This is an optimization exercise on Yosys and OpenROAD, whose aim is small area, not a production implementation. At most, simulation tests tie the RTL to the original design; equivalence was not proved. The RTL of run 6 was laid out without a check of its function. Power figures rest on the tool's default switching activity, not on a simulated workload.

### design/flow/run.sh
#!/bin/bash
# synth_recipe.tcl (not shown) runs the flow's synth.tcl, then flattens the netlist and writes it again
# the make line also repeats each setting of config.mk as NAME=value (left out here)
make -C /OpenROAD-flow-scripts/flow DESIGN_CONFIG=/design/flow/config.mk WORK_HOME=/design/flow/orfs CLKGATE_MAP_FILE= SYNTH_SCRIPT=/design/flow/synth_recipe.tcl finish
### design/flow/config.mk
export PLATFORM = sky130hd
export DESIGN_NAME = z_1_rtc_top
export DESIGN_NICKNAME = z_1_rtc_top
export VERILOG_FILES = /design/flow/design.v
export SDC_FILE = /design/flow/constraint.sdc
export NUM_CORES = 4
export LEC_CHECK = 0
export CAP_MARGIN = 20
export CORE_MARGIN = 2
export CORE_UTILIZATION = 40
export SLEW_MARGIN = 20
### design/flow/constraint.sdc
create_clock -name core_clock -period 10.0 [get_ports {clk}]
set_input_delay 2.0000 -clock core_clock [delete_from_list [all_inputs] [get_ports {clk}]]
set_output_delay 2.0000 -clock core_clock [all_outputs]
set_load 0.01 [all_outputs]
### design/flow/design.v
module divider #(
	parameter INTERNAL_COUNT = 78125,
	parameter ROLLOVER_WIDTH = 7
)(
	input clk,
	input rst,
	input trig,
	output reg one_hz,
	output reg half_hz_50
);
reg s_trig;
reg last_s_trig;
wire trig_edge_pulse;
reg [(ROLLOVER_WIDTH-1):0] rollover;
integer counter;
reg last_rollover;
assign trig_edge_pulse = s_trig && (~last_s_trig);
always @(posedge clk) begin
	last_s_trig <= s_trig;
	s_trig <= trig;
	if (rst) begin
		s_trig <= 0;
		last_s_trig <= 0;
	end
end
always @(posedge clk) begin
	counter <= counter;
	rollover <= rollover;
	one_hz <= 0;
	half_hz_50 <= half_hz_50;
	last_rollover <= rollover[ROLLOVER_WIDTH-1];
	if (rst) begin
		one_hz <= 0;
		half_hz_50 <= 0;
		counter <= 0;
		rollover <= 0;
		last_rollover <= 0;
	end
	if (rollover[ROLLOVER_WIDTH-1] && ~(last_rollover)) begin
		counter <= counter + 1;
	end
	if (counter == INTERNAL_COUNT) begin
		one_hz <= 1;
		half_hz_50 <= ~half_hz_50;
		counter <= 0;
	end
	if (trig_edge_pulse) begin
		rollover <= rollover + 1;
	end
end
endmodule
module register #(
	parameter WIDTH = 8
)(
	input clk,
	input rst,
	input we,
	input [WIDTH-1:0] d,
	output reg [WIDTH-1:0] q
);
always @(posedge clk) begin
	if (rst) begin
		q <= 0;
	end else if (we) begin
		q <= d;
	end else begin
		q <= q;
	end
end
endmodule
module spi_slave #(
	parameter TXWIDTH = 8,
	parameter RXWIDTH = 8
)(
	input clk,
	input rst,
	input sclk,
	input mosi,
	output reg miso,
	input [TXWIDTH-1:0] tx_buffer,
	input wr,
	output reg tx_halt,
	output reg [RXWIDTH-1:0] rx_buffer,
	output reg rx_dv
);
reg [TXWIDTH-1:0] txb;
integer bits_in, bits_out;
reg s_sclk, ds_sclk;  
wire ppulse_s_sclk, npulse_s_sclk;  
always @(posedge clk) begin
	s_sclk <= sclk;
	ds_sclk <= s_sclk;
end
assign ppulse_s_sclk = s_sclk & (~ds_sclk);
assign npulse_s_sclk = (~s_sclk) & ds_sclk;
always @(posedge clk) begin
	if(rst) begin
		miso <= 0;
		rx_buffer <= 0;
		rx_dv <= 0;
		bits_in <= 0;
		bits_out <= 0;
	end else if (ppulse_s_sclk) begin
		rx_buffer <= {rx_buffer[RXWIDTH-2:0], mosi};
		bits_in <= bits_in + 1;
	end else if (npulse_s_sclk) begin
		if (bits_out != 0) begin
			miso <= txb[TXWIDTH-1];
			txb <= {txb[TXWIDTH-2:0], 1'b0};
			bits_out <= bits_out - 1;
			tx_halt <= 1;
		end
	end
	if (bits_in == RXWIDTH) begin
		rx_dv <= 1;
		bits_in <= 0;
	end else begin
		rx_dv <= 0;
	end
	if (bits_out == 0) begin
		tx_halt <= 0;
	end
	if (wr & ~tx_halt) begin
		txb <= tx_buffer;
		bits_out <= TXWIDTH;
		tx_halt <= 1;
	end
end
endmodule
module spi_fsm #(
	parameter DEPTH = 8,  
	parameter WIDTH = 8,  
	parameter WRCMD = 8'h01,
	parameter RDCMD = 8'h02
)(
	input clk,
	input rst,
	output reg spi_we,  
	input spi_dv,  
	input spi_halt,
	input [WIDTH-1:0] i_data,  
	output reg [WIDTH-1:0] o_data,  
	output reg buf_dv,  
	input [(DEPTH*WIDTH)-1:0] i_buffer,
	output reg [(DEPTH*WIDTH)-1:0] o_buffer
);
parameter [2:0] S0 = 3'b000,
		S1 = 3'b001,
		S2 = 3'b010,
		S3 = 3'b011,
		S4 = 3'b100,
		S5 = 3'b101;
integer count;
reg [2:0] current_state, next_state;
always @(posedge clk) begin
	if (rst) begin
		current_state <= S0;
	end else begin
		current_state <= next_state;
	end
end
always @(*) begin
	case(current_state)
		S0: begin
			if (spi_dv && (i_data == WRCMD)) begin
				next_state =  S1;
			end else if (spi_dv && (i_data == RDCMD)) begin
				next_state = S3;
			end else begin
				next_state = S0;
			end
		end
		S1: begin
			if(count != 0) begin
				next_state = S1;
			end else begin
				next_state = S2;
			end
		end
		S2: begin
			next_state = S0;
		end
		S3: begin
			next_state = S4;
		end
		S4: begin
			if(count != 0) begin
				next_state = S5;
			end else begin
				next_state = S0;
			end
		end
		S5: begin
			next_state = S4;
		end
		default: begin
			next_state = S0;
		end
	endcase
end
always @(posedge clk) begin
	spi_we <= spi_we;
	o_data <= o_data;
	buf_dv <= buf_dv;
	o_buffer <= o_buffer;
	count <= count;
	if(rst) begin
		spi_we <= 0;
		o_data <= 0;
		buf_dv <= 0;
		o_buffer <= 0;
		count <= DEPTH;
	end else begin
		case(current_state)
			S0: begin
				spi_we <= 0;
				buf_dv <= 0;
				count <= DEPTH;
			end
			S1: begin
				if(spi_dv) begin
					o_buffer <= {o_buffer[(WIDTH*(DEPTH-1))-1:0], i_data};
					count <= count - 1;
				end
			end
			S2: begin
				buf_dv <= 1;
			end
			S3: begin
				o_buffer <= i_buffer;
			end
			S4: begin
				if(~spi_halt) begin 
					spi_we <= 1;
					o_data <= o_buffer[(WIDTH*DEPTH)-1:(WIDTH*(DEPTH-1))];
					o_buffer <= {o_buffer[(WIDTH*(DEPTH-1))-1:0], {WIDTH{1'b0}}};
					count <= count - 1;
				end else begin
					spi_we <= 0;
				end
			end
			S5: begin
				count <= count;  
			end
		endcase
	end
end
endmodule
module timer #(
	parameter WIDTH = 64
)(
	input clk,
	input rst,
	input count_enable,
	input load_enable,
	input one_hz,
	input [WIDTH-1:0] i_time,
	output [WIDTH-1:0] o_time
);
reg [WIDTH-1:0] d;
reg we;
always @(posedge clk) begin
	we <= 0;
	d <= d;
	if (load_enable) begin
		d <= i_time;
		we <= 1;
	end else if(count_enable && one_hz) begin
		d <= o_time + 1;
		we <= 1;
	end
end
register #(
	.WIDTH(WIDTH)
) r (
	.clk(clk),
	.rst(rst),
	.we(we),
	.d(d),
	.q(o_time)
);
endmodule
module z_1_rtc_top (
	input  clk,       
	input  rst,       
	output spi_miso,  
	input  spi_sck,   
	input  spi_ss_n,  
	input  spi_mosi,  
	output half_hz,   
	input  freq_in    
);
wire sclk, mosi, miso, ss;
assign ss = ~spi_ss_n;
assign mosi = spi_mosi & ss;
assign spi_miso = miso;  
assign sclk = spi_sck & ss;
wire frequency_source;
assign frequency_source = freq_in;
wire [7:0] o_spi_data, i_spi_data;
wire spi_we, spi_halt, spi_dv;
wire [63:0] i_epoch_data, o_epoch_data;
wire epoch_le, epoch_ce;
assign epoch_ce = 1'b1;
wire one_hz;
wire half_hz_50;
assign half_hz = half_hz_50;
divider #(
	.INTERNAL_COUNT(78125),
	.ROLLOVER_WIDTH(1)
) main_divider (
	.clk(clk),
	.rst(rst),
	.trig(frequency_source),
	.one_hz(one_hz),
	.half_hz_50(half_hz_50)
);
spi_slave spi (
	.clk(clk),
	.rst(rst),
	.sclk(sclk),
	.mosi(mosi),
	.miso(miso),
	.tx_buffer(i_spi_data),
	.wr(spi_we),
	.tx_halt(spi_halt),
	.rx_buffer(o_spi_data),
	.rx_dv(spi_dv)
);
spi_fsm #(
	.WRCMD(8'h01),
	.RDCMD(8'h02)
) epoch_controller (
	.clk(clk),
	.rst(rst),
	.spi_we(spi_we),
	.spi_dv(spi_dv),
	.spi_halt(spi_halt),
	.i_data(o_spi_data),
	.o_data(i_spi_data),
	.buf_dv(epoch_le),
	.i_buffer(o_epoch_data),
	.o_buffer(i_epoch_data)
);
timer epoch (
	.clk(clk),
	.rst(rst),
	.count_enable(epoch_ce),
	.load_enable(epoch_le),
	.one_hz(one_hz),
	.i_time(i_epoch_data),
	.o_time(o_epoch_data)
);
endmodule
==> flow_summary.json, run 1 <==
{
  "drv_slew": 0,
  "min_path_type": "flop to flop",
  "status": "timing/DRC/antenna clean",
  "finalHoldViolCount": 0,
  "power_w": 0.003823,
  "grt_pass1_wl_mm": 62.14,
  "cap_violations": 0,
  "utilization": 0.4506,
  "dr.pass1.iters": 5,
  "diodes": 0,
  "tns_ns": 0,
  "grt-ovfl-total": 0,
  "place_area_sq_mm": 0.01713,
  "fillers": 3978,
  "dieArea_sq_mm": 0.04356,
  "h-tree-depth": 2,
  "fin_area_sq_mm": 0.01853,
  "drt_wl_total_mm": 37.33,
  "maxSlewHeadroom": 0.2701,
  "worst_pin_slew_ns": 1.095,
  "avgViaCountPerCell": 5.498,
  "path_clk_slew_ns": 0.06,
  "setup.worst_path.end_class": "flop",
  "syn_inst": 1859,
  "initial_core_util": 0.4077,
  "clk_latency_ns": 0.55,
  "fin_crit_sh": 0.3491,
  "vias": 12960,
  "grtUsageTotal": 0.1691,
  "setup_viol": 0,
  "min_period_ns": 3.491,
  "core_sq_mm": 0.04111,
  "syn-cell-area_sq_mm": 0.01676,
  "grt_pass1_vias": 12110,
  "cp.arrival_ns": 3.89,
  "wire_per_inst_microns": 15.84,
  "power.leakage_nw": 6.221,
  "grt_max_degree": 113,
  "post-cts-setup-buffers": 0,
  "required_ns": 10.40,
  "power.density_mw_per_mm2": 206.4,
  "rows": 74,
  "start_kind": "input pin",
  "cts_buffer_depth": 3,
  "gp_congestion": 0.7834,
  "die_y_microns": 208.7,
  "crit_slowest_cell": "nand2_1",
  "synth_ff_type": "dfxtp_1",
  "crit_chain": "buf_6 > inv_1 > nand2_1 > or4_1 > o21ai_0",
  "postCtsResizedCells": 0,
  "synth_cell_types": 60,
  "syn_nets": 1874,
  "cp_max_fo": 103,
  "ys.warnings.count": 5,
  "cts_tree": "yes",
  "ir_drop_mv": 0.1838,
  "ios": 8,
  "synth_seq_cells": 361,
  "syn_avg_cell_area_sq_um": 9.016,
  "timing.fmax_mhz": 286.5,
  "drt_first_iter_violations": 810,
  "syn_to_final_growth_pct": 10.53,
  "cts_buffers": 40,
  "cts.sinks": 361,
  "cts-root-buf": "clkbuf_16",
  "ant_nets": 0,
  "rsz0062_at_grt": "no",
  "layout.nets": 1808,
  "antenna_found_initial": 0,
  "hold_buffers": 0,
  "drc": 0,
  "die_w_microns": 208.7,
  "yosysSeqAreaShare": 0.4748,
  "crit_type": "input pin to flop",
  "drive_gt1_frac": 0.07123,
  "synthArstFlopShare": 0,
  "slowest_delay_ns": 0.73,
  "skew_ns": 0.02884,
  "io_buffer_count": 7,
  "hpwlAfterDp_mm": 22.72,
  "synth_edf_count": 73
}
[final cells by class]
type	instances	area, sq um	area share
clock buffers	59	1215	0.06558
clock inverters	15	165.2	0.008915
inverters	25	93.84	0.005066
multi-input cells	1348	8273	0.4466
flip-flops and latches	361	7963	0.4298
well taps	532	665.6	0.03593
repair buffers	17	150.1	0.008105
[cell families after synthesis]
kind of cell | Yosys count | share of synthesized area
and+or+nand+nor | 798 | 0.2360
muxes | 135 | 0.08144
AOI/OAI and AO/OA | 306 | 0.1149
adders and majority gates | 9 | 0.006719
xor gates and xnor gates | 100 | 0.05225
buffers and inverters | 150 | 0.03389
DFF | 361 | 0.4748
[per-layer routing]
layer / track usage / up-vias / part of all wire
li1: - / 6596 / -
met1: 0.2386 / 6128 / 0.50
met2: 0.2699 / 184 / 0.45
met3: 0.02359 / 50 / 0.034
met4: 0.04926 / 0 / 0.019
met5: 0 / - / 0
[worst paths after layout]
| path | slack [ns] | from | to | cells past startpoint |
|---|---|---|---|---|
| setup / recovery | 6.51 | rst | spi.bits_out[2] | 5 |
| hold / removal | 0.44 | main_divider.one_hz | epoch.we | 1 |
| setup reg to reg | 6.53 | epoch.r.q[19] | epoch.d[61] | 5 |
| hold reg to reg | 0.44 | main_divider.one_hz | epoch.we | 1 |
[synth_stat cells, drive strengths merged (14+ instances only)]
| library cell | n | area (sq um) |
|---|---|---|
| dfxtp | 288 | 5766 |
| nor2 | 271 | 1017 |
| nand2 | 154 | 578.1 |
| mux2i | 124 | 1241 |
| clkbuf | 110 | 412.9 |
| o21ai | 83 | 415.4 |
| xnor2 | 75 | 656.9 |
| edfxtp | 73 | 2192 |
| a21oi | 72 | 360.4 |
| nor4 | 64 | 400.4 |
| nand3 | 58 | 290.3 |
| a211oi | 52 | 390.4 |
| or3 | 46 | 292.8 |
| nand4 | 44 | 275.3 |
| nor3 | 34 | 170.2 |
| or4 | 30 | 234.0 |
| a31oi | 26 | 162.7 |
| inv | 25 | 93.84 |
| o31ai | 25 | 192.7 |
| xor2 | 25 | 219.0 |
| and4 | 17 | 148.9 |
| buf | 15 | 61.31 |
| nand2b | 15 | 93.84 |
| or2 | 14 | 87.58 |
[state kept, by name, summed over array words and instances (netlist names), 3 cells and up]
register and count:
epoch.d 64, epoch.r.q 64, epoch_controller.o_buffer 64, epoch_controller.count 32, main_divider.counter 32, spi.bits_in 32, spi.bits_out 32, epoch_controller.o_data 8
spi.rx_buffer 8, spi.txb 8, epoch_controller.current_state 3
[placed cells by master, fill, tap and decap left out, drive strengths merged, types with 4 or more instances in the layout]
cell           count
a2111oi            8
a211oi            52
a21oi             72
a311oi             6
a31oi             26
and2               9
and3              12
and4              17
buf               11
clkbuf            59
clkdlybuf4s50      6
clkinv            10
dfxtp            288
edfxtp            73
ha                 9
inv               26
mux2              11
mux2i            124
nand2            154
nand2b            15
nand3             58
nand4             44
nor2             271
nor2b             12
nor3              34
nor4              64
nor4b              5
o211ai            12
o21ai             83
o311ai             4
o31ai             25
o41ai              5
or2               14
or3               46
or4               30
xnor2             75
xor2              25
[critical path, delay by kind of cell]
family	cells	cell delay (ns)
buffers and inverters	2	0.83
AND/OR/NAND/NOR	2	0.93
AO/OA/AOI/OAI	1	0.06
[power breakdown]
group | switching (W) | internal (W) | leakage, nW | total [W]
Combinational | 0.000427 | 0.000232 | 2.53 | 0.000658
Sequential | 0.0000794 | 0.00156 | 3.00 | 0.00164
Clock | 0.000601 | 0.000922 | 0.687 | 0.00152
[metrics by stage]
stage | hold WS [ns] | instances | setup WS, ns
after floorplan | 0.3751 | 1859 | 6.413
after global placement | 0.4356 | 2283 | 5.937
after detailed placement | 0.4311 | 2283 | 5.917
after CTS | 0.4506 | 2357 | 6.471
after global routing | 0.4620 | 2357 | 6.347
final | 0.4434 | 2357 | 6.509
==> inputs of run 2 (changes only) <==
==> design/flow/design.v (replaced) <==
module z_1_rtc_top #(
	parameter [16:0] INTERNAL_COUNT = 17'd78125
)(
	input  clk,
	input  rst,
	output spi_miso,
	input  spi_sck,
	input  spi_ss_n,
	input  spi_mosi,
	output half_hz,
	input  freq_in
);
reg s_trig, l_trig, roll, l_roll, one_hz, half;
reg [16:0] dcnt;
wire trig_pulse = s_trig & ~l_trig;
wire dinc = roll & ~l_roll;
wire hit = (dcnt == INTERNAL_COUNT);
always @(posedge clk) begin
	s_trig <= freq_in & ~rst;
	l_trig <= s_trig;
	l_roll <= roll;
	if (rst) begin
		roll <= 1'b0;
		dcnt <= 17'd0;
		one_hz <= 1'b0;
		half <= 1'b0;
	end else begin
		roll <= roll ^ trig_pulse;
		one_hz <= hit;
		half <= half ^ hit;
		dcnt <= hit ? 17'd0 : dcnt + {16'd0, dinc};
	end
end
assign half_hz = half;
wire sclk_in = spi_sck & ~spi_ss_n;
wire mosi_in = spi_mosi & ~spi_ss_n;
reg s_sclk, ds_sclk;
always @(posedge clk) begin
	s_sclk <= sclk_in;
	ds_sclk <= s_sclk;
end
wire pp = s_sclk & ~ds_sclk;
wire np = ~s_sclk & ds_sclk;
reg [7:0] rxb;
reg [3:0] bi;
wire rx_dv = (bi == 4'd9);
always @(posedge clk) begin
	if (pp) rxb <= {rxb[6:0], mosi_in};
	if (rst)
		bi <= 4'd0;
	else if (bi == 4'd8)
		bi <= 4'd9;
	else if (rx_dv)
		bi <= {3'd0, pp};
	else if (pp)
		bi <= bi + 4'd1;
end
localparam [1:0] M_IDLE = 2'd0, M_WR = 2'd1, M_RD = 2'd2;
reg [1:0] mode;
reg [3:0] cnt;
reg ph;
reg sendd;
reg [63:0] ob;
reg [63:0] q;
reg inc1;
reg [7:0] txb;
reg [3:0] bo;
reg miso_r;
wire halt = (bo != 4'd0);
wire busy = (bo[3] | bo[2] | bo[1]);
wire is_w = (mode == M_WR);
wire is_r = (mode == M_RD);
wire s3 = is_r & ph & (cnt == 4'd15);
wire s4 = is_r & ~ph;
wire ld = is_w & (cnt == 4'd11);
wire send = s4 & ~halt;
always @(posedge clk) begin
	ph <= ~ph;
	sendd <= send;
	if (rst) begin
		mode <= M_IDLE;
	end else begin
		case (mode)
			M_IDLE: begin
				if (rx_dv && rxb == 8'h01) begin
					mode <= M_WR;
					cnt <= 4'd0;
				end else if (rx_dv && rxb == 8'h02) begin
					mode <= M_RD;
					cnt <= 4'd15;
					ph <= 1'b1;
				end
			end
			M_WR: begin
				if (rx_dv | cnt[3]) cnt <= cnt + 4'd1;
				if (ld) mode <= M_IDLE;
			end
			default: begin
				if (s3 | send) cnt <= cnt + 4'd1;
				if (s4 && cnt == 4'd8) mode <= M_IDLE;
			end
		endcase
	end
end
always @(posedge clk) begin
	if (s3)
		ob <= q;
	else if ((is_w & rx_dv) | sendd)
		ob <= {ob[55:0], rxb};
end
always @(posedge clk) begin
	inc1 <= one_hz;
	if (rst)
		q <= 64'd0;
	else if (ld & ~one_hz)
		q <= ob;
	else if (inc1)
		q <= q + 64'd1;
end
always @(posedge clk) begin
	if (rst) begin
		bo <= 4'd0;
		miso_r <= 1'b0;
	end else if (sendd) begin
		txb <= ob[63:56];
		bo <= 4'd9;
	end else if (np & busy) begin
		miso_r <= txb[7];
		txb <= {txb[6:0], 1'b0};
		bo <= bo - 4'd1;
	end else if (bo == 4'd1) begin
		bo <= 4'd0;
	end
end
assign spi_miso = miso_r;
endmodule
==> run 2 against run 1 <==
Still clean on timing, DRC and antenna. First-iteration DRC count is 23% lower. Wire length decreased by 42%. Cell count decreased by 50%.
==> flow_summary.json, run 2 <==
{
  "syn_nets": 912,
  "yosys-top-cells-count": "103 x dfxtp_1, 87 x nor2_1, 84 x edfxtp_1",
  "syn_avg_cell_area_sq_um": 10.29,
  "postCtsResizedCells": 0,
  "grtUsageTotal": 0.1851,
  "synth_edf_count": 84,
  "reg_top3": "ob: 64 flops, q: 64 flops, dcnt: 17 flops",
  "io_buffer_count": 7,
  "hold_buffers": 0,
  "layout.nets": 894,
  "hpwlAfterDp_mm": 14.18,
  "initial_core_util": 0.4072,
  "worst-path-stages": 8,
  "critical-path-top-delay-family": "buffers and inverters",
  "maxSlewHeadroom": 0.3038,
  "reg2reg_depth": 5,
  "wire_per_inst_microns": 18.42,
  "clk_latency_ns": 0.44,
  "power.leakage_nw": 3.149,
  "antenna_found_initial": 0,
  "cp_max_fo": 53,
  "worst_pin_slew_ns": 1.042,
  "synthArstFlopShare": 0,
  "syn-cell-area_sq_mm": 0.009220,
  "final_cell_mix": "103 x dfxtp_1, 87 x nor2_1, 84 x edfxtp_1",
  "ys_top_cells_by_area": "edfxtp_1 27%, dfxtp_1 22%, mux2_2 8.8%, nor2_1 3.5%, nand3_1 3.5%",
  "diodes": 0,
  "worst_slack_ns": 5.952,
  "grt_max_degree": 72,
  "finalHoldViolCount": 0,
  "cap_violations": 0,
  "syn_to_final_growth_pct": 9.472,
  "synth_ff_type": "dfxtp_1",
  "ant_nets": 0,
  "ys.warnings.count": 1,
  "yosysTopAreaCellShare": 0.2736,
  "cp.arrival_ns": 4.36,
  "crit_slowest_cell": "buf_4",
  "synth_top_cell_by_area": "edfxtp_1",
  "core_sq_mm": 0.02264,
  "drt_wl_total_mm": 21.67,
  "critical_path_buf_inv_count": 3,
  "tns_ns": 0,
  "status": "timing/DRC/antenna clean",
  "setup.worst_path.end_class": "flop",
  "dieArea_sq_mm": 0.02428,
  "power_w": 0.001489,
  "start_kind": "input pin",
  "synth_seq_cells": 187,
  "post-cts-setup-buffers": 0,
  "power.density_mw_per_mm2": 147.5,
  "min_period_ns": 4.048,
  "gp_congestion": 0.8894,
  "drc": 0,
  "grt-ovfl-total": 0,
  "cts_buffers": 17,
  "rsz0062_at_grt": "no",
  "crit_type": "input pin to flop",
  "r2r_slack_ns": 7.01,
  "required_ns": 10.31,
  "yosysSeqAreaShare": 0.4972,
  "timing.fmax_mhz": 247.0,
  "grt_pass1_wl_mm": 35.60,
  "die_w_microns": 155.8,
  "rows": 55,
  "yosysMostFrequentCell": "dfxtp_1",
  "min_path_type": "flop to flop",
  "skew_ns": 0.009638,
  "cp_common_cell": "buf_4",
  "h-tree-depth": 4,
  "fillers": 2151,
  "whs_ns": 0.3454,
  "synth_cell_types": 60,
  "syn_inst": 896,
  "dr.pass1.iters": 5,
  "drv_slew": 0,
  "setup_viol": 0,
  "avgViaCountPerCell": 5.838,
  "ir_drop_mv": 0.1225,
  "place_ws_ns": 5.377,
  "crit_chain": "buf_2 > buf_4 > nor2b_1 > a21boi_0 > buf_4 > nand2_1 > o221a_2 > or3b_2",
  "cts-root-buf": "clkbuf_16",
  "drt_first_iter_violations": 621,
  "slowest_delay_ns": 0.63,
  "die_y_microns": 155.8,
  "cts_tree": "yes",
  "ios": 8,
  "cts_buffer_depth": 2,
  "path_clk_slew_ns": 0.07,
  "vias": 6866,
  "drive_gt1_frac": 0.1403,
  "utilization": 0.4458,
  "whs_path_depth": 0,
  "cts.sinks": 187,
  "grt_pass1_vias": 6553,
  "fin_crit_sh": 0.4048,
  "layout_commonest_cell": "dfxtp_1"
}
==> run 2: changes by cell type in the layout (fill, tap and decap cells not counted), moves of 39 or more <==
cell and change:
o21ai_0 -71, nand2_1 -110, xnor2_1 -39, mux2_2 +61
dfxtp_1 -183, a21oi_1 -56, mux2i_1 -123, nor2_1 -184
==> run 2: final timing paths <==
path | from | to
max reg2reg | cnt[0] | ob[29]
min | s_trig | l_trig
max | rst | q[57]
min reg2reg | s_trig | l_trig
==> run 2: final cells by class <==
cell class,instances,area [sq um],area share
clock buffer,22,496.7,0.04921
timing repair buffer,15,125.1,0.01240
tap,285,356.6,0.03533
inverter,21,78.83,0.007810
sequential,187,4584,0.4542
clock inverter,10,75.07,0.007438
multi-input combinational,636,4377,0.4336
==> run 2: kinds of logic (layout without fill, tap and decap cells) <==
family	Yosys count	in the layout	synth area share
XOR/XNOR	57	57	0.05415
AO/OA/AOI/OAI	120	120	0.09554
adder cells (fa/ha/maj)	10	10	0.01357
buffers and inverters	73	68	0.03067
flip-flops	187	187	0.4972
multiplexers	73	73	0.08902
AND/OR/NAND/NOR	376	376	0.2198
==> run 2: per-layer routing <==
layer  up-vias  track usage  routed length [microns]
met5         -            0                        0
met4         0      0.05374                      265
met3        22      0.02639                      849
met2       143       0.2937                    10020
met1      3348       0.2640                    10530
li1       3353            -                        -
==> run 2: worst reg2reg max path, delay by kind of cell (launching register included) <==
kind	cells	cell delay, ns
mux	1	0.49
simple gates	2	0.85
flops	1	0.40
buf+inv	1	0.76
fa+ha+maj	1	0.24
==> run 2: through the flow <==
stage | area (sq um) | cells
after CTS | 10090 | 1176
final | 10090 | 1176
after global placement | 9517 | 1144
after global routing | 10090 | 1176
after floorplan | 9220 | 896
after detailed placement | 9518 | 1144
==> run 2: where the power goes <==
group	internal (W)	switching [W]	total [W]
Clock	0.000358	0.000304	0.000662
Combinational	0.00000863	0.0000151	0.0000238
Sequential	0.000798	0.00000545	0.000803
==> inputs of run 3 (changes only) <==
--- a/design/flow/design.v
+++ b/design/flow/design.v
@@ -103,18 +103,19 @@
 	end
 end
+wire ob_sh = (is_w & rx_dv) | sendd;
+wire ob_hold = ~s3 & ~ob_sh;
 always @(posedge clk) begin
-	if (s3)
-		ob <= q;
-	else if ((is_w & rx_dv) | sendd)
-		ob <= {ob[55:0], rxb};
+	ob <= ({64{s3}} & q) | ({64{ob_sh}} & {ob[55:0], rxb}) | ({64{ob_hold}} & ob);
 end
+wire ldx = ld & ~one_hz;
+wire [64:0] qc;
+assign qc[0] = inc1;
+genvar gi;
+generate for (gi = 0; gi < 64; gi = gi + 1) begin : g_qc
+	assign qc[gi+1] = qc[gi] & q[gi];
+end endgenerate
 always @(posedge clk) begin
 	inc1 <= one_hz;
-	if (rst)
-		q <= 64'd0;
-	else if (ld & ~one_hz)
-		q <= ob;
-	else if (inc1)
-		q <= q + 64'd1;
+	q <= {64{~rst}} & (({64{ldx}} & ob) | ({64{~ldx}} & (q ^ qc[63:0])));
 end
 always @(posedge clk) begin
@@ -123,9 +124,7 @@
 		miso_r <= 1'b0;
 	end else if (sendd) begin
-		txb <= ob[63:56];
 		bo <= 4'd9;
 	end else if (np & busy) begin
 		miso_r <= txb[7];
-		txb <= {txb[6:0], 1'b0};
 		bo <= bo - 4'd1;
 	end else if (bo == 4'd1) begin
@@ -133,4 +132,8 @@
 	end
 end
+wire tx_sh = np & busy;
+wire tx_hold = ~sendd & ~tx_sh;
+always @(posedge clk)
+	txb <= ({8{sendd}} & ob[63:56]) | ({8{tx_sh}} & {txb[6:0], 1'b0}) | ({8{tx_hold}} & txb);
 assign spi_miso = miso_r;
 endmodule
==> run 3 against run 2 <==
The layout now fails its checks (setup timing). Worst setup slack worse by 6.4 ns. Count of clock-buffer cells in the layout decreased by 3. Sequential power decreased by 4.0%. Largest cell class is now multi-input combinational cells.
==> flow_summary.json, run 3 <==
{
  "status": "complete, but fails checks",
  "check.faults": "setup timing",
  "whs_ns": 0.3571,
  "layout_commonest_cell": "dfxtp_1",
  "clk_latency_ns": 0.43,
  "required_ns": 10.34,
  "post-cts-setup-buffers": 0,
  "timing.fmax_mhz": 96.00,
  "ant_nets": 0,
  "place_area_sq_mm": 0.009027,
  "avgViaCountPerCell": 5.338,
  "setup.worst_path.end_class": "flop",
  "power.leakage_nw": 3.278,
  "drc": 0,
  "slowest_delay_ns": 0.34,
  "antenna_found_initial": 0,
  "layout.nets": 872,
  "multi_input_area_sq_mm": 0.004696,
  "syn-cell-area_sq_mm": 0.008056,
  "worst_slack_ns": -0.4167,
  "drt_wl_total_mm": 17.01,
  "cts_buffers": 17,
  "core_sq_mm": 0.01959,
  "grt_pass1_vias": 5717,
  "syn_inst": 809,
  "crit_slowest_cell": "dfxtp_2",
  "rsz0062_at_grt": "yes",
  "r2r_slack_ns": -0.42,
  "cts_buffer_depth": 2,
  "syn_to_final_growth_pct": 19.49,
  "gp_congestion": 0.7811,
  "dr.pass1.iters": 5,
  "crit_type": "flop to flop",
  "path_clk_slew_ns": 0.07,
  "min_path_type": "flop to flop",
  "cp_common_cell": "ha_4",
  "die_y_microns": 145.9,
  "maxSlewHeadroom": 0.3833,
  "ios": 8,
  "wire_per_inst_microns": 15.88,
  "cts-root-buf": "clkbuf_16",
  "cts_tree": "yes",
  "power.density_mw_per_mm2": 152.2,
  "synthArstFlopShare": 0,
  "yosysTopAreaCellShare": 0.4349,
  "synth_top_cell_by_area": "dfxtp_1",
  "start_kind": "flop",
  "synth_ff_type": "dfxtp_1",
  "worst_pin_slew_ns": 0.9251,
  "ir_drop_mv": 0.1097,
  "synth_edf_count": 12,
  "place_ws_ns": -0.4360,
  "grt_pass1_wl_mm": 28.81,
  "synth_cell_types": 51,
  "fillers": 1777,
  "cp.arrival_ns": 10.76,
  "finalHoldViolCount": 0,
  "initial_core_util": 0.4113,
  "rows": 51,
  "fin_crit_sh": 1.042,
  "yosysSeqAreaShare": 0.4796,
  "skew_ns": 0.01692,
  "ys.warnings.count": 1,
  "io_buffer_count": 7,
  "die_w_microns": 145.9,
  "seq_area_sq_mm": 0.003866,
  "min_period_ns": 10.42,
  "drv_slew": 0,
  "cap_violations": 0,
  "h-tree-depth": 4,
  "drt_first_iter_violations": 295,
  "final_cell_mix": "173 x dfxtp_1, 135 x nand2_1, 70 x a21oi_1",
  "grtUsageTotal": 0.1652,
  "setup_viol": 4,
  "ys_top_cells_by_area": "dfxtp_1 43%, ha_1 11%, a221o_1 8.0%, nand2_1 6.3%, nor2b_1 5.4%",
  "syn_nets": 888,
  "grt-ovfl-total": 0,
  "drive_gt1_frac": 0.1464,
  "yosysMostFrequentCell": "dfxtp_1",
  "synth_seq_cells": 187,
  "reg_top3": "ob: 64 flops, q: 64 flops, dcnt: 17 flops",
  "diodes": 0,
  "cp_max_fo": 2,
  "fin_area_sq_mm": 0.009627,
  "cts.sinks": 187,
  "hpwlAfterDp_mm": 10.85,
  "yosys-top-cells-count": "175 x dfxtp_1, 136 x nand2_1, 73 x ha_1",
  "dieArea_sq_mm": 0.02129,
  "vias": 5717,
  "hold_buffers": 0,
  "syn_avg_cell_area_sq_um": 9.959,
  "grt_max_degree": 81
}
[run 3: per-stage QoR]
step / cells / power (W) / utilization / TNS [ns]
finish: 1071 / 0.001465 / 0.4914 / -1.056
global route: 1071 / 0.001517 / 0.4914 / -2.145
CTS: 1071 / 0.001477 / 0.4909 / -1.227
detailed placement: 1039 / 0.0008159 / 0.4608 / -1.201
global placement: 1039 / 0.0008140 / 0.4608 / -0.7384
floorplan: 809 / 0.0008065 / - / -0.2848
[run 3: worst max-delay path: cells and delay by family, from the launching register on]
| kind | cells | cell delay, ns |
|---|---|---|
| flip-flops | 1 | 0.34 |
| XOR/XNOR | 1 | 0.12 |
| adder cells (fa/ha/maj) | 63 | 9.54 |
| AO/OA/AOI/OAI | 1 | 0.18 |
[run 3: final timing paths]
path,start,to,depth (start not counted)
min,s_trig,l_trig,0
max reg2reg,q[0],q[63],65
min reg2reg,s_trig,l_trig,0
max,q[0],q[63],65
[run 3: where the power goes]
part	total [W]	leakage, nW	switching (W)	internal (W)
clock	0.000666	0.276	0.000296	0.000371
sequential	0.000771	1.52	0.00000842	0.000762
combinational	0.0000276	1.48	0.0000152	0.0000124
total	0.00146	3.28	0.000319	0.00115
[run 3: repair_timing]
| action | CTS | global route |
|---|---|---|
| pin swaps | 3 | 1 |
| gates resized for setup | 4 | 1 |
| cloned | 0 | 0 |
| setup endpoints to repair | 4 | 5 |
[run 3: final cells by class]
cell class,instances,area share
Multi-Input combinational cell,562,0.4878
Sequential cell,187,0.4016
Clock buffer,19,0.04497
Tap cell,265,0.03444
Clock inverter,13,0.01469
Timing Repair Buffer,14,0.01222
Inverter,11,0.004289
[run 3: kinds of logic (layout without fill, tap and decap cells)]
logic type	count (synthesis)	count (layout)	synth area share
xor+xnor	24	24	0.02609
flops	187	187	0.4796
fa+ha+maj	73	73	0.1134
buf+inv	60	57	0.03960
compound gates	167	167	0.1542
simple gates	298	298	0.1871
[run 3: per-layer routing]
metal / track usage / part of all wire
met1: 0.2174 / 0.48
met2: 0.2762 / 0.48
met3: 0.03511 / 0.027
met4: 0.04314 / 0.0096
met5: 0 / 0
==> inputs of run 4 (changes only) <==
--- a/design/flow/design.v
+++ b/design/flow/design.v
@@ -110,8 +110,13 @@
 wire ldx = ld & ~one_hz;
 wire [64:0] qc;
-assign qc[0] = inc1;
-genvar gi;
-generate for (gi = 0; gi < 64; gi = gi + 1) begin : g_qc
-	assign qc[gi+1] = qc[gi] & q[gi];
+wire [8:0] bc;
+assign bc[0] = inc1;
+genvar gi, gb;
+generate for (gb = 0; gb < 8; gb = gb + 1) begin : g_blk
+	assign bc[gb+1] = bc[gb] & (&q[gb*8 +: 8]);
+	assign qc[gb*8] = bc[gb];
+	for (gi = gb*8; gi < gb*8 + 7; gi = gi + 1) begin : g_qc
+		assign qc[gi+1] = qc[gi] & q[gi];
+	end
 end endgenerate
 always @(posedge clk) begin
==> run 4 against run 3 <==
Now clean on timing, DRC and antenna. Sequential power increased by 2%. Worst hold slack got worse by 0.012 ns. First-iteration DRC count increased by 27%. Synthesized area up 1.3%. Highest routed layer unchanged. Core utilization shrank 4.3 points. Largest power group unchanged. Critical endpoint is now cnt[2]. Non-clock buffer count decreased by 1. Flip-flop and latch count stayed put. Power rose by 6.5%. Global-route usage shrank 0.59 points. Register-to-register slack better by 7.4 ns.
==> flow_summary.json, run 4 <==
{
  "ys_top_cells_by_area": "dfxtp_1 43%, ha_1 10%, a221o_1 7.9%, nor2b_1 5.8%, nand2_1 5.7%",
  "cts-root-buf": "clkbuf_16",
  "power.leakage_nw": 3.478,
  "yosysSeqAreaShare": 0.4736,
  "dieArea_sq_mm": 0.02155,
  "met3_length_microns": 503,
  "cts_tree": "yes",
  "avgViaCountPerCell": 5.308,
  "ant_nets": 0,
  "crit_type": "input pin to flop",
  "rsz0062_at_grt": "no",
  "seq_power_share": 0.506,
  "cp.arrival_ns": 3.42,
  "ir_drop_mv": 0.1016,
  "drt_first_iter_violations": 376,
  "drv_slew": 0,
  "cts.sinks": 187,
  "diodes": 0,
  "fin_crit_sh": 0.3354,
  "layout.cells.non_filler": 1099,
  "antenna_found_initial": 0,
  "gp_congestion": 0.7802,
  "start_kind": "input pin",
  "wl_met1_mm": 8.313,
  "cts_buffers": 17,
  "vias": 5834,
  "post-place-cells": 1067,
  "synth_cell_types": 50,
  "layout_commonest_cell": "dfxtp_1",
  "finalHoldViolCount": 0,
  "syn_to_final_growth_pct": 10.49,
  "syn_avg_cell_area_sq_um": 9.793,
  "rows": 52,
  "worst_pin_slew_ns": 0.9471,
  "ios": 8,
  "min_path_type": "flop to flop",
  "required_ns": 10.07,
  "drc": 0,
  "synth_edf_count": 12,
  "grt_pass1_vias": 5783,
  "timing.fmax_mhz": 298.1,
  "critical_path_buf_inv_count": 3,
  "skew_ns": 0.008669,
  "power_w": 0.001560,
  "reg_top3": "ob: 64 flops, q: 64 flops, dcnt: 17 flops",
  "tns_ns": 0,
  "yosys-top-cells-count": "175 x dfxtp_1, 124 x nand2_1, 75 x nor2b_1",
  "postCtsResizedCells": 0,
  "cap_violations": 0,
  "setup_viol": 0,
  "power.density_mw_per_mm2": 173.1,
  "grtUsageTotal": 0.1593,
  "post-cts-setup-buffers": 0,
  "p_int_w": 0.001229,
  "wire_per_inst_microns": 15.05,
  "maxSlewHeadroom": 0.3686,
  "yosysTopAreaCellShare": 0.4294,
  "syn_nets": 905,
  "slowest_delay_ns": 0.56,
  "hold_buffers": 0,
  "hpwlAfterDp_mm": 9.793,
  "syn-cell-area_sq_mm": 0.008158,
  "dr.pass1.iters": 4,
  "die_w_microns": 146.8,
  "grt_pass1_wl_mm": 28.39,
  "cts_buffer_depth": 2,
  "synth_seq_cells": 187,
  "layout.nets": 888,
  "core_sq_mm": 0.02010,
  "synthArstFlopShare": 0,
  "syn_inst": 833,
  "path_clk_slew_ns": 0.07,
  "initial_core_util": 0.4058,
  "swShare": 0.2125,
  "combPwrFrac": 0.023,
  "clk_latency_ns": 0.44,
  "critical-path-top-delay-family": "buffers and inverters",
  "setup.worst_path.end_class": "flop",
  "drive_gt1_frac": 0.06273,
  "power_frac_clock": 0.470,
  "cp_max_fo": 80,
  "status": "timing/DRC/antenna clean",
  "min_period_ns": 3.354,
  "h-tree-depth": 4,
  "ys.warnings.count": 1,
  "synth_top_cell_by_area": "dfxtp_1",
  "crit_chain": "buf_2 > buf_4 > inv_1 > o31ai_1 > a221oi_1",
  "yosysMostFrequentCell": "dfxtp_1",
  "switchingPower_w": 0.0003316,
  "route.met2.wl_mm": 7.465,
  "die_y_microns": 146.8,
  "grt_max_degree": 81,
  "top_layer": "met4",
  "final_cell_mix": "175 x dfxtp_1, 124 x nand2_1, 73 x nor2b_1",
  "grt-ovfl-total": 0,
  "synth_ff_type": "dfxtp_1",
  "drt_wl_total_mm": 16.55,
  "crit_slowest_cell": "a221oi_1",
  "io_buffer_count": 7
}
run 4: cell count changes in the layout (fill, tap and decap cells not counted), moves of 6 or more:
cell	before	now
ha_4	63	0
nand2_1	135	124
a211oi_1	1	8
xnor2_1	17	26
nand4_1	8	20
nor2b_1	67	73
nor2_1	31	43
ha_1	10	66
a21oi_1	70	63
run 4: worst paths after layout:
kind                            cells after the start      to  slack (ns)   start
worst max-delay path                                5  cnt[2]        6.65     rst
worst max register to register                     13   q[39]        7.03    q[7]
worst min register to register                      0  l_trig        0.34  s_trig
worst min-delay path                                0  l_trig        0.34  s_trig
run 4: logic make-up (layout without fill, tap and decap cells):
logic type / after synthesis / after routing / share of synthesized area
and+or+nand+nor: 319 / 319 / 0.2006
DFF: 187 / 187 / 0.4736
AOI/OAI and AO/OA: 169 / 169 / 0.1546
adders and majority gates: 66 / 66 / 0.1012
buffers and inverters: 62 / 58 / 0.03758
xor gates and xnor gates: 29 / 29 / 0.03114
muxes: 1 / 1 / 0.001227
run 4: metrics by stage:
stage	setup slack, ns	util	instance area (sq um)	hold slack [ns]
floorplan	6.839	-	8158	0.3235
global placement	6.239	0.4162	8367	0.3268
detailed placement	6.212	0.4162	8367	0.3286
CTS	6.619	0.4482	9011	0.3449
global route	6.499	0.4483	9014	0.3553
finish	6.646	0.4483	9014	0.3449
run 4: metal layers:
layer	up-vias	GRT usage
met2	85	0.2542
met5	-	0
met3	16	0.03509
met4	0	0.04951
met1	2786	0.2163
li1	2947	-
run 4: power by group through the flow:
stage	Clock (W)	Sequential, W	Combinational [W]
finish	0.000734	0.000790	0.0000365
global placement	0	0.000807	0.0000362
floorplan	0	0.000802	0.0000309
CTS	0.000746	0.000790	0.0000371
global route	0.000777	0.000793	0.0000410
detailed placement	0	0.000807	0.0000370
run 4: layout make-up:
type,count,area [sq um]
timing repair buffer,13,110.1
clock inverter,11,151.4
tap,270,337.8
sequential,187,3864
inverter,13,48.80
multi-input combinational,584,4009
clock buffer,21,493.0
fill,1950,11090
==> inputs of run 5 (changes only) <==
--- a/design/flow/config.mk
+++ b/design/flow/config.mk
@@ -8,4 +8,6 @@
 export CAP_MARGIN = 20
 export CORE_MARGIN = 2
-export CORE_UTILIZATION = 40
+export CORE_UTILIZATION = 60
+export CTS_BUF_LIST = sky130_fd_sc_hd__clkbuf_8
+export PLACE_DENSITY = 0.7
 export SLEW_MARGIN = 20
==> run 5 against run 4 <==
Still clean. Die area decreased by 33%. Sequential power about the same. Register-to-register slack improved by 0.09 ns. Worst setup slack got worse by 0.012 ns. Worst hold slack improved by 0.0075 ns. Non-clock buffer count increased by 2. Critical endpoint is now half_hz. Largest power group unchanged. Highest routed layer unchanged.
==> flow_summary.json, run 5 <==
{
  "cts-root-buf": "clkbuf_8",
  "power.density_mw_per_mm2": 156.2,
  "grtUsageTotal": 0.2397,
  "rsz0062_at_grt": "no",
  "yosysSeqAreaShare": 0.4736,
  "drc": 0,
  "grt-ovfl-total": 0,
  "slowest_delay_ns": 0.54,
  "yosysMostFrequentCell": "dfxtp_1",
  "cts_buffers": 17,
  "synth_ff_type": "dfxtp_1",
  "grt_pass1_vias": 5969,
  "fillers": 1110,
  "yosysTopAreaCellShare": 0.4294,
  "syn-cell-area_sq_mm": 0.008158,
  "synth_seq_cells": 187,
  "dieArea_sq_mm": 0.01455,
  "ys.warnings.count": 1,
  "post-cts-setup-buffers": 0,
  "grt_max_degree": 81,
  "synth_cell_types": 50,
  "critical-path-top-delay-family": "buffers and inverters",
  "ir_drop_mv": 0.1224,
  "crit_type": "flop to primary output",
  "cts.sinks": 187,
  "clk_latency_ns": 0.46,
  "start_kind": "flop",
  "cts_tree": "yes",
  "worst_pin_slew_ns": 0.9159,
  "postCtsResizedCells": 0,
  "syn_nets": 905,
  "die_y_microns": 120.6,
  "multi_input_area_sq_mm": 0.004009,
  "layout.nets": 890,
  "tns_ns": 0,
  "critical_path_buf_inv_count": 1,
  "crit_slowest_cell": "clkdlybuf4s50_1",
  "core_sq_mm": 0.01324,
  "seq_area_sq_mm": 0.003864,
  "hpwlAfterDp_mm": 10.47,
  "power.leakage_nw": 3.386,
  "place_ws_ns": 6.254,
  "worst_slack_ns": 6.634,
  "maxSlewHeadroom": 0.3894,
  "cp_max_fo": 3,
  "rows": 42,
  "vias": 5954,
  "h-tree-depth": 4,
  "avgViaCountPerCell": 5.913,
  "initial_core_util": 0.6160,
  "reg_top3": "ob: 64 flops, q: 64 flops, dcnt: 17 flops",
  "wire_per_inst_microns": 16.55,
  "skew_ns": 0.01017,
  "hold_buffers": 0,
  "status": "timing/DRC/antenna clean",
  "crit_chain": "clkdlybuf4s50_1",
  "grt_pass1_wl_mm": 28.33,
  "io_buffer_count": 7,
  "syn_avg_cell_area_sq_um": 9.793,
  "setup.worst_path.end_class": "primary output",
  "min_period_ns": 3.366,
  "finalHoldViolCount": 0,
  "syn_to_final_growth_pct": 6.411,
  "cap_violations": 0,
  "die_w_microns": 120.6,
  "gp_congestion": 0.7921,
  "final_cell_mix": "175 x dfxtp_1, 124 x nand2_1, 73 x nor2b_1",
  "antenna_found_initial": 0,
  "required_ns": 8.00,
  "setup_viol": 0,
  "path_clk_slew_ns": 0.09,
  "yosys-top-cells-count": "175 x dfxtp_1, 124 x nand2_1, 75 x nor2b_1",
  "drv_slew": 0,
  "min_path_type": "flop to flop",
  "ant_nets": 0,
  "synth_edf_count": 12,
  "cts_buffer_depth": 2,
  "drt_wl_total_mm": 16.66,
  "synthArstFlopShare": 0,
  "synth_top_cell_by_area": "dfxtp_1",
  "drive_gt1_frac": 0.06258,
  "dr.pass1.iters": 6,
  "drt_first_iter_violations": 417,
  "fin_crit_sh": 0.3366,
  "timing.fmax_mhz": 297.1,
  "cp.arrival_ns": 1.37,
  "layout_commonest_cell": "dfxtp_1",
  "ys_top_cells_by_area": "dfxtp_1 43%, ha_1 10%, a221o_1 7.9%, nor2b_1 5.8%, nand2_1 5.7%",
  "ios": 8,
  "diodes": 0,
  "syn_inst": 833
}
run 5: worst paths after layout:
check | start | endpoint | slack, ns | cells past startpoint
min reg2reg | s_trig | l_trig | 0.35 | 0
max | half | half_hz | 6.63 | 1
max reg2reg | q[7] | q[39] | 7.12 | 13
min | s_trig | l_trig | 0.35 | 0
run 5: logic make-up (layout without fill, tap and decap cells):
family / count (synthesis) / count (layout) / synth area share
AND/OR/NAND/NOR: 319 / 319 / 0.2006
flip-flops: 187 / 187 / 0.4736
AO/OA/AOI/OAI: 169 / 169 / 0.1546
adder cells (fa/ha/maj): 66 / 66 / 0.1012
buffers and inverters: 62 / 60 / 0.03758
XOR/XNOR: 29 / 29 / 0.03114
multiplexers: 1 / 1 / 0.001227
run 5: cell type report:
type	instances	share of cell area
clock inverters	15	0.02076
multi-input cells	584	0.4618
clock buffers	17	0.02695
well taps	176	0.02537
inverters	13	0.005621
repair buffers	15	0.01441
flip-flops and latches	187	0.4451
run 5: metal layers:
layer | vias up | track usage | part of all wire
met4 | 0 | 0.06323 | 0.011
li1 | 2940 | - | -
met2 | 98 | 0.4085 | 0.49
met3 | 15 | 0.05047 | 0.032
met1 | 2901 | 0.3092 | 0.46
met5 | - | 0 | 0
run 5: metrics by stage:
stage	instance area [sq um]	instances	power [W]	utilization	hold slack, ns
floorplan	8158	833	0.0008326	-	0.3235
global placement	8264	975	0.0008423	0.6241	0.3280
detailed placement	8264	975	0.0008447	0.6241	0.3313
CTS	8678	1007	0.001362	0.6553	0.3555
global route	8681	1007	0.001404	0.6555	0.3634
finish	8681	1007	0.001356	0.6555	0.3524
run 5: report_power, final:
part           switching, W  internal, W   total, W
Sequential        0.0000167     0.000774   0.000790
Combinational     0.0000150    0.0000222  0.0000372
Clock              0.000261     0.000267   0.000529
Total              0.000293      0.00106    0.00136
==> inputs of run 6 (changes only) <==
--- a/design/flow/design.v
+++ b/design/flow/design.v
@@ -42,17 +42,14 @@
 wire pp = s_sclk & ~ds_sclk;
 wire np = ~s_sclk & ds_sclk;
-reg [7:0] rxb;
-reg [3:0] bi;
-wire rx_dv = (bi == 4'd9);
+reg [8:0] R;
+reg rx_dv;
+wire [7:0] rxb = R[7:0];
+wire rx_restart = rst | rx_dv;
 always @(posedge clk) begin
-	if (pp) rxb <= {rxb[6:0], mosi_in};
-	if (rst)
-		bi <= 4'd0;
-	else if (bi == 4'd8)
-		bi <= 4'd9;
-	else if (rx_dv)
-		bi <= {3'd0, pp};
+	rx_dv <= ~rst & R[8] & ~rx_dv;
+	if (rx_restart)
+		R <= {7'd0, pp & ~rst, (pp & ~rst) ? mosi_in : 1'b1};
 	else if (pp)
-		bi <= bi + 4'd1;
+		R <= {R[7:0], mosi_in};
 end
 localparam [1:0] M_IDLE = 2'd0, M_WR = 2'd1, M_RD = 2'd2;
@@ -64,9 +61,8 @@
 reg [63:0] q;
 reg inc1;
-reg [7:0] txb;
-reg [3:0] bo;
+reg [8:0] T;
+reg halt;
 reg miso_r;
-wire halt = (bo != 4'd0);
-wire busy = (bo[3] | bo[2] | bo[1]);
+wire busy = |T[7:0];
 wire is_w = (mode == M_WR);
 wire is_r = (mode == M_RD);
@@ -124,21 +120,15 @@
 	q <= {64{~rst}} & (({64{ldx}} & ob) | ({64{~ldx}} & (q ^ qc[63:0])));
 end
+wire tx_ld = ~rst & sendd;
+wire tx_sh = ~rst & np & busy;
+wire tx_hold = ~rst & ~sendd & ~(np & busy);
 always @(posedge clk) begin
-	if (rst) begin
-		bo <= 4'd0;
+	halt <= ~rst & (sendd | busy);
+	T <= ({9{tx_ld}} & {ob[63:56], 1'b1}) | ({9{tx_sh}} & {T[7:0], 1'b0}) | ({9{tx_hold}} & T);
+	if (rst)
 		miso_r <= 1'b0;
-	end else if (sendd) begin
-		bo <= 4'd9;
-	end else if (np & busy) begin
-		miso_r <= txb[7];
-		bo <= bo - 4'd1;
-	end else if (bo == 4'd1) begin
-		bo <= 4'd0;
-	end
+	else if (np & busy)
+		miso_r <= T[8];
 end
-wire tx_sh = np & busy;
-wire tx_hold = ~sendd & ~tx_sh;
-always @(posedge clk)
-	txb <= ({8{sendd}} & ob[63:56]) | ({8{tx_sh}} & {txb[6:0], 1'b0}) | ({8{tx_hold}} & txb);
 assign spi_miso = miso_r;
 endmodule
--- a/design/flow/config.mk
+++ b/design/flow/config.mk
@@ -6,8 +6,8 @@
 export NUM_CORES = 4
 export LEC_CHECK = 0
-export CAP_MARGIN = 20
+export CAP_MARGIN = 0
 export CORE_MARGIN = 2
 export CORE_UTILIZATION = 60
 export CTS_BUF_LIST = sky130_fd_sc_hd__clkbuf_8
 export PLACE_DENSITY = 0.7
-export SLEW_MARGIN = 20
+export SLEW_MARGIN = 0
==> run 6 against run 5 <==
Die area is 3.9% lower. Cell count down 1.2%. Via count fell by 1.7%. Still clean on timing, DRC and antenna. Worst hold slack improved by 0.0040 ns. Combinational power decreased by 44%. Maximum frequency increased by 0.37%. Global-route usage barely moved. Sequential power is 5.7% lower. Power is 2.9% lower. Count of clock-buffer cells in the layout up 2.
==> flow_summary.json, run 6 <==
{
  "post-cts-setup-buffers": 0,
  "start_kind": "flop",
  "ir_drop_mv": 0.1140,
  "yosysSeqAreaShare": 0.4756,
  "worst_pin_slew_ns": 1.189,
  "yosysMostFrequentCell": "dfxtp_1",
  "synth_top_cell_by_area": "dfxtp_1",
  "ys_top_cells_by_area": "dfxtp_1 45%, ha_1 9.6%, a22o_1 7.2%, nand2_1 6.3%, a21o_1 6.1%",
  "diodes": 0,
  "timing.fmax_mhz": 298.2,
  "layout.nets": 877,
  "synth_seq_cells": 183,
  "h-tree-depth": 4,
  "crit_type": "flop to primary output",
  "timing.rr.start": "q[7]",
  "yosys-top-cells-count": "177 x dfxtp_1, 132 x nand2_1, 71 x a21oi_1",
  "die_y_microns": 118.2,
  "power.leakage_nw": 3.813,
  "clk_latency_ns": 0.48,
  "place_area_sq_mm": 0.007954,
  "maxSlewHeadroom": 0.2059,
  "final_cell_mix": "177 x dfxtp_1, 132 x nand2_1, 71 x a21oi_1",
  "fillers": 1050,
  "whs_path_depth": 0,
  "ios": 8,
  "dr.pass1.iters": 5,
  "synth_cell_types": 41,
  "ys.warnings.count": 1,
  "drv_slew": 0,
  "skew_ns": 0.01069,
  "critical_path_buf_inv_count": 1,
  "synth_edf_count": 6,
  "min_to": "l_trig",
  "post-place-cells": 964,
  "cp_max_fo": 3,
  "yosysTopAreaCellShare": 0.4526,
  "min_period_ns": 3.354,
  "worst_slack_ns": 6.646,
  "fin_crit_sh": 0.3354,
  "ant_nets": 0,
  "regToRegEndpoint": "q[63]",
  "gp_congestion": 0.8396,
  "cp.arrival_ns": 1.35,
  "core_sq_mm": 0.01267,
  "grt-ovfl-total": 0,
  "setup_viol": 0,
  "avgViaCountPerCell": 5.883,
  "dieArea_sq_mm": 0.01398,
  "syn_to_final_growth_pct": 7.288,
  "setup.worst_path.end_class": "primary output",
  "antenna_found_initial": 0,
  "syn_nets": 899,
  "die_w_microns": 118.2,
  "layout.cells.non_filler": 995,
  "synth_ff_type": "dfxtp_1",
  "power.density_mw_per_mm2": 156.7,
  "drive_gt1_frac": 0.05103,
  "crit_chain": "clkdlybuf4s50_1",
  "grt_pass1_wl_mm": 27.28,
  "min_path_type": "flop to flop",
  "cts.sinks": 183,
  "critical-path-top-delay-family": "buffers and inverters",
  "drt_wl_total_mm": 16.17,
  "cts-root-buf": "clkbuf_8",
  "place_ws_ns": 6.352,
  "drc": 0,
  "tns_ns": 0,
  "layout_commonest_cell": "dfxtp_1",
  "cts_buffer_depth": 2,
  "io_buffer_count": 7,
  "initial_core_util": 0.6179,
  "reg2reg_depth": 13,
  "grt_pass1_vias": 5762,
  "status": "timing/DRC/antenna clean",
  "syn_inst": 833,
  "hold_buffers": 0,
  "grt_max_degree": 88,
  "r2r_slack_ns": 7.04,
  "rsz0062_at_grt": "no",
  "grtUsageTotal": 0.2401,
  "wire_per_inst_microns": 16.25,
  "required_ns": 8.00,
  "min_from": "s_trig",
  "vias": 5854,
  "synthArstFlopShare": 0,
  "cts_buffers": 17,
  "syn_avg_cell_area_sq_um": 9.398,
  "cap_violations": 0,
  "rows": 41,
  "path_clk_slew_ns": 0.08,
  "fin_area_sq_mm": 0.008399,
  "cts_tree": "yes",
  "syn-cell-area_sq_mm": 0.007829,
  "reg_top3": "ob: 64 flops, q: 64 flops, dcnt: 17 flops",
  "crit_slowest_cell": "clkdlybuf4s50_1",
  "hpwlAfterDp_mm": 9.920,
  "finalHoldViolCount": 0,
  "drt_first_iter_violations": 511,
  "postCtsResizedCells": 0,
  "slowest_delay_ns": 0.53
}
[run 6: power by group]
part           switching (W)  total (W)  internal [W]
clock network       0.000246   0.000551      0.000305
logic              0.0000129  0.0000207    0.00000783
registers         0.00000614   0.000745      0.000739
[run 6: metrics by stage]
stage | util | hold WS (ns) | total power (W)
2_1_floorplan | - | 0.3235 | 0.0007761
3_3_place_gp | 0.6277 | 0.3291 | 0.0007820
3_5_place_dp | 0.6277 | 0.3498 | 0.0007831
4_1_cts | 0.6629 | 0.3644 | 0.001328
5_1_grt | 0.6629 | 0.3679 | 0.001361
6_report | 0.6629 | 0.3564 | 0.001316
[run 6: how the worst max path moves through the flow]
stage | cells after the start | from | to
floorplan | 3 | rst | cnt[0]
global placement | 4 | rst | R[0]
detailed placement | 4 | rst | R[0]
CTS | 1 | half | half_hz
global route | 1 | half | half_hz
finish | 1 | half | half_hz
[run 6: logic make-up (layout without fill, tap and decap cells)]
| logic type | Yosys count | after routing | synth area share |
|---|---|---|---|
| and+or+nand+nor | 272 | 272 | 0.1597 |
| adders and majority gates | 60 | 60 | 0.09589 |
| AOI/OAI and AO/OA | 224 | 224 | 0.2043 |
| DFF | 183 | 183 | 0.4756 |
| xor gates and xnor gates | 26 | 26 | 0.02909 |
| buffers and inverters | 66 | 56 | 0.03292 |
| muxes | 2 | 2 | 0.002557 |
[run 6: per-layer routing]
| layer | vias to the layer above | track usage | routed length [microns] |
|---|---|---|---|
| met2 | 104 | 0.3963 | 7735 |
| met5 | - | 0 | 0 |
| met3 | 16 | 0.05985 | 712 |
| li1 | 2910 | - | - |
| met1 | 2824 | 0.3098 | 7573 |
| met4 | 0 | 0.07455 | 146 |
[run 6: cell type report]
| type | instances | area, sq um | area share |
|---|---|---|---|
| sequential | 183 | 3724 | 0.4433 |
| clock inverter | 12 | 183.9 | 0.02190 |
| multi-input combinational | 584 | 3864 | 0.4600 |
| timing repair buffer | 12 | 102.6 | 0.01222 |
| tap | 172 | 215.2 | 0.02562 |
| clock buffer | 19 | 261.5 | 0.03113 |
| inverter | 13 | 48.80 | 0.005810 |
==> inputs of run 7 (changes only) <==
--- a/design/flow/design.v
+++ b/design/flow/design.v
@@ -1,4 +1,4 @@
 module z_1_rtc_top #(
-	parameter [16:0] INTERNAL_COUNT = 17'd78125
+	parameter [16:0] INTERNAL_COUNT = 17'd18441
 )(
 	input  clk,
@@ -29,5 +29,6 @@
 		one_hz <= hit;
 		half <= half ^ hit;
-		dcnt <= hit ? 17'd0 : dcnt + {16'd0, dinc};
+		if (hit) dcnt <= 17'd0;
+		else if (dinc) dcnt <= {dcnt[15:0], ~(dcnt[16] ^ dcnt[13])};
 	end
 end
==> run 7 against run 6 <==
Synthesized area is 1.8% lower. Worst setup slack got worse by 0.0072 ns. Largest power group unchanged. Still clean. Clock power fell by 17%. Count of clock-buffer cells in the layout increased by 1. Core utilization shrank 1.4 points. Worst hold slack is essentially flat. First-iteration DRC count fell by 29%. Synthesized cell count shrank 1.3%. Global-route usage shrank 0.077 points. Sequential power hardly changed. Die area is 1.7% lower.
==> flow_summary.json, run 7 <==
{
  "status": "timing/DRC/antenna clean",
  "drc": 0,
  "wire_per_inst_microns": 15.73,
  "cts_tree": "yes",
  "avgViaCountPerCell": 5.831,
  "maxSlewHeadroom": 0.1937,
  "post-cts-setup-buffers": 0,
  "seq_area_sq_mm": 0.003724,
  "io_buffer_count": 7,
  "yosysSeqAreaShare": 0.4841,
  "gp_congestion": 0.7817,
  "cts_buffer_depth": 2,
  "rows": 41,
  "cts-root-buf": "clkbuf_8",
  "syn_to_final_growth_pct": 6.003,
  "dieArea_sq_mm": 0.01374,
  "grtUsageTotal": 0.2394,
  "setup_viol": 0,
  "hpwlAfterDp_mm": 9.739,
  "min_from": "s_trig",
  "slowest_delay_ns": 0.54,
  "layout_commonest_cell": "dfxtp_1",
  "initial_core_util": 0.6119,
  "skew_ns": 0.007400,
  "finalHoldViolCount": 0,
  "synth_cell_types": 46,
  "ir_drop_mv": 0.1440,
  "hold_buffers": 0,
  "syn_nets": 886,
  "setup.worst_path.end_class": "primary output",
  "worst-path-stages": 1,
  "path_clk_slew_ns": 0.09,
  "antenna_found_initial": 0,
  "yosys-top-cells-count": "177 x dfxtp_1, 169 x nand2_1, 92 x a21oi_1",
  "power.density_mw_per_mm2": 150.5,
  "timing.fmax_mhz": 297.5,
  "cts.sinks": 183,
  "required_ns": 8.00,
  "drt_wl_total_mm": 15.46,
  "vias": 5732,
  "grt-ovfl-total": 0,
  "synthArstFlopShare": 0,
  "syn_avg_cell_area_sq_um": 9.357,
  "power_w": 0.001227,
  "start_kind": "flop",
  "crit_type": "flop to primary output",
  "cts_buffers": 17,
  "ios": 8,
  "crit_slowest_cell": "clkdlybuf4s50_1",
  "ys_top_cells_by_area": "dfxtp_1 46%, ha_1 9.4%, nand2_1 8.2%, a22o_1 7.3%, a21o_1 6.2%",
  "drv_slew": 0,
  "postCtsResizedCells": 0,
  "syn-cell-area_sq_mm": 0.007691,
  "min_period_ns": 3.361,
  "ant_nets": 0,
  "multi_input_area_sq_mm": 0.003720,
  "final_cell_mix": "177 x dfxtp_1, 169 x nand2_1, 92 x a21oi_1",
  "critical_path_buf_inv_count": 1,
  "cap_violations": 0,
  "drive_gt1_frac": 0.05549,
  "synth_ff_type": "dfxtp_1",
  "synth-xor-area-share": 0.01480,
  "critical-path-top-delay-family": "buffers and inverters",
  "grt_pass1_vias": 5506,
  "reg2reg_depth": 13,
  "whs_path_depth": 0,
  "synth_top_family_by_area": "compound AO/OA/AOI/OAI gates",
  "worst_pin_slew_ns": 1.206,
  "min_path_type": "flop to flop",
  "clk_latency_ns": 0.47,
  "layout.nets": 862,
  "die_w_microns": 117.2,
  "h-tree-depth": 4,
  "syn_inst": 822,
  "synth_adder_area_share": 0.09435,
  "synth_seq_cells": 183,
  "drt_first_iter_violations": 362,
  "synth_edf_count": 6,
  "synth-compound-area-share": 0.2234,
  "dr.pass1.iters": 5,
  "synthMuxAreaShare": 0.002603,
  "core_sq_mm": 0.01257,
  "diodes": 0,
  "crit_chain": "clkdlybuf4s50_1",
  "grt_max_degree": 88,
  "tns_ns": 0,
  "fillers": 1035,
  "cp.arrival_ns": 1.36,
  "die_y_microns": 117.2,
  "timing.rr.start": "q[31]",
  "reg_top3": "ob: 64 flops, q: 64 flops, dcnt: 17 flops",
  "yosysMostFrequentCell": "dfxtp_1",
  "yosysTopAreaCellShare": 0.4607,
  "power.leakage_nw": 3.711,
  "cp-startpoint": "half",
  "fin_crit_sh": 0.3361,
  "yosys.area_share.simple": 0.1467,
  "ys.warnings.count": 1,
  "cp_max_fo": 3,
  "grt_pass1_wl_mm": 25.79,
  "whs_ns": 0.3560,
  "synth_top_cell_by_area": "dfxtp_1",
  "rsz0062_at_grt": "no"
}
==> run 7: cell types whose count changed in the layout (fill, tap and decap cells not counted), moves of 5 or more <==
cell,change
nor4_1,-6
inv_1,-6
a21oi_1,+21
nor3b_1,-7
nor3_1,-5
xnor2_1,-14
a221oi_1,-7
nor2_1,-25
nand3_1,-5
nand2_1,+37
a22oi_1,+7
==> run 7: final timing paths <==
kind | end | slack (ns)
worst max-delay path | half_hz | 6.64
worst min-delay path | l_trig | 0.36
worst max register to register | q[63] | 7.13
worst min register to register | l_trig | 0.36
==> run 7: stage by stage <==
stage | utilization | area, sq um | cells | setup slack, ns
6_report | 0.6487 | 8153 | 983 | 6.639
5_1_grt | 0.6487 | 8153 | 983 | 6.579
4_1_cts | 0.6487 | 8153 | 983 | 6.613
3_5_place_dp | 0.6199 | 7791 | 951 | 6.349
3_3_place_gp | 0.6199 | 7791 | 951 | 6.383
2_1_floorplan | - | 7691 | 822 | 6.921
==> run 7: cells by family after synthesis <==
kind of cell | Yosys count
AND/OR/NAND/NOR | 253
AO/OA/AOI/OAI | 250
flip-flops | 183
buffers and inverters | 63
adder cells (fa/ha/maj) | 58
XOR/XNOR | 13
multiplexers | 2
==> run 7: per-layer routing <==
metal	global-route usage	part of all wire	up-vias
li1	-	-	2878
met1	0.3098	0.47	2741
met2	0.3943	0.47	94
met3	0.06128	0.037	19
met4	0.07529	0.017	0
met5	0	0	-
==> run 7: cell type report <==
class,count,share of cell area
sequential,183,0.4567
multi-input combinational,576,0.4563
clock buffer,20,0.03376
tap,172,0.02640
timing repair buffer,12,0.01258
clock inverter,12,0.01059
inverter,8,0.003683
==> run 7: power breakdown <==
part	internal [W]	total (W)	switching (W)
sequential	0.000739	0.000745	0.00000628
clock	0.000211	0.000460	0.000249
combinational	0.00000757	0.0000225	0.0000149

port drivers added, routing unchanged:
The results above use ideal ports. As a check the final layouts listed here were re-extracted and re-timed, cells and wires unchanged. Step 1 sets driving cells, clkbuf_16 on the clock port and buf_2 on the other inputs (assumed; they add their load-dependent delay and slew). Step 2 adds t to the input delays and takes it off the output delays; t is the mean of the earliest and latest rising clock arrival at the registers after step 1. Input paths then give back, and output paths get back, about the clock's delay inside the block. Three values: ideal ports, drivers, drivers and shift; two values: the first two.
run	t (ns)	slack for setup (ns)	worst setup path after step 2	clock arrival spread, ns
run 1	0.584	6.509 / 6.470 / 5.921	input to register	0.030 / 0.030
run 2	0.475	5.952 / 5.974 / 5.499	input to register	0.010 / 0.010
run 3	0.470	-0.417 / -0.417 / -0.417	register to register	0.017 / 0.016
run 4	0.483	6.646 / 6.620 / 6.188	input to register	0.015 / 0.015
run 5	0.496	6.634 / 6.594 / 6.237	input to register	0.010 / 0.010
run 6	0.508	6.646 / 6.610 / 6.355	input to register	0.011 / 0.012
run 7	0.503	6.639 / 6.602 / 6.341	input to register	0.008 / 0.008
The setup slack of run 1, which loses most, moves by -0.039 ns with the drivers and by -0.588 ns with both steps.
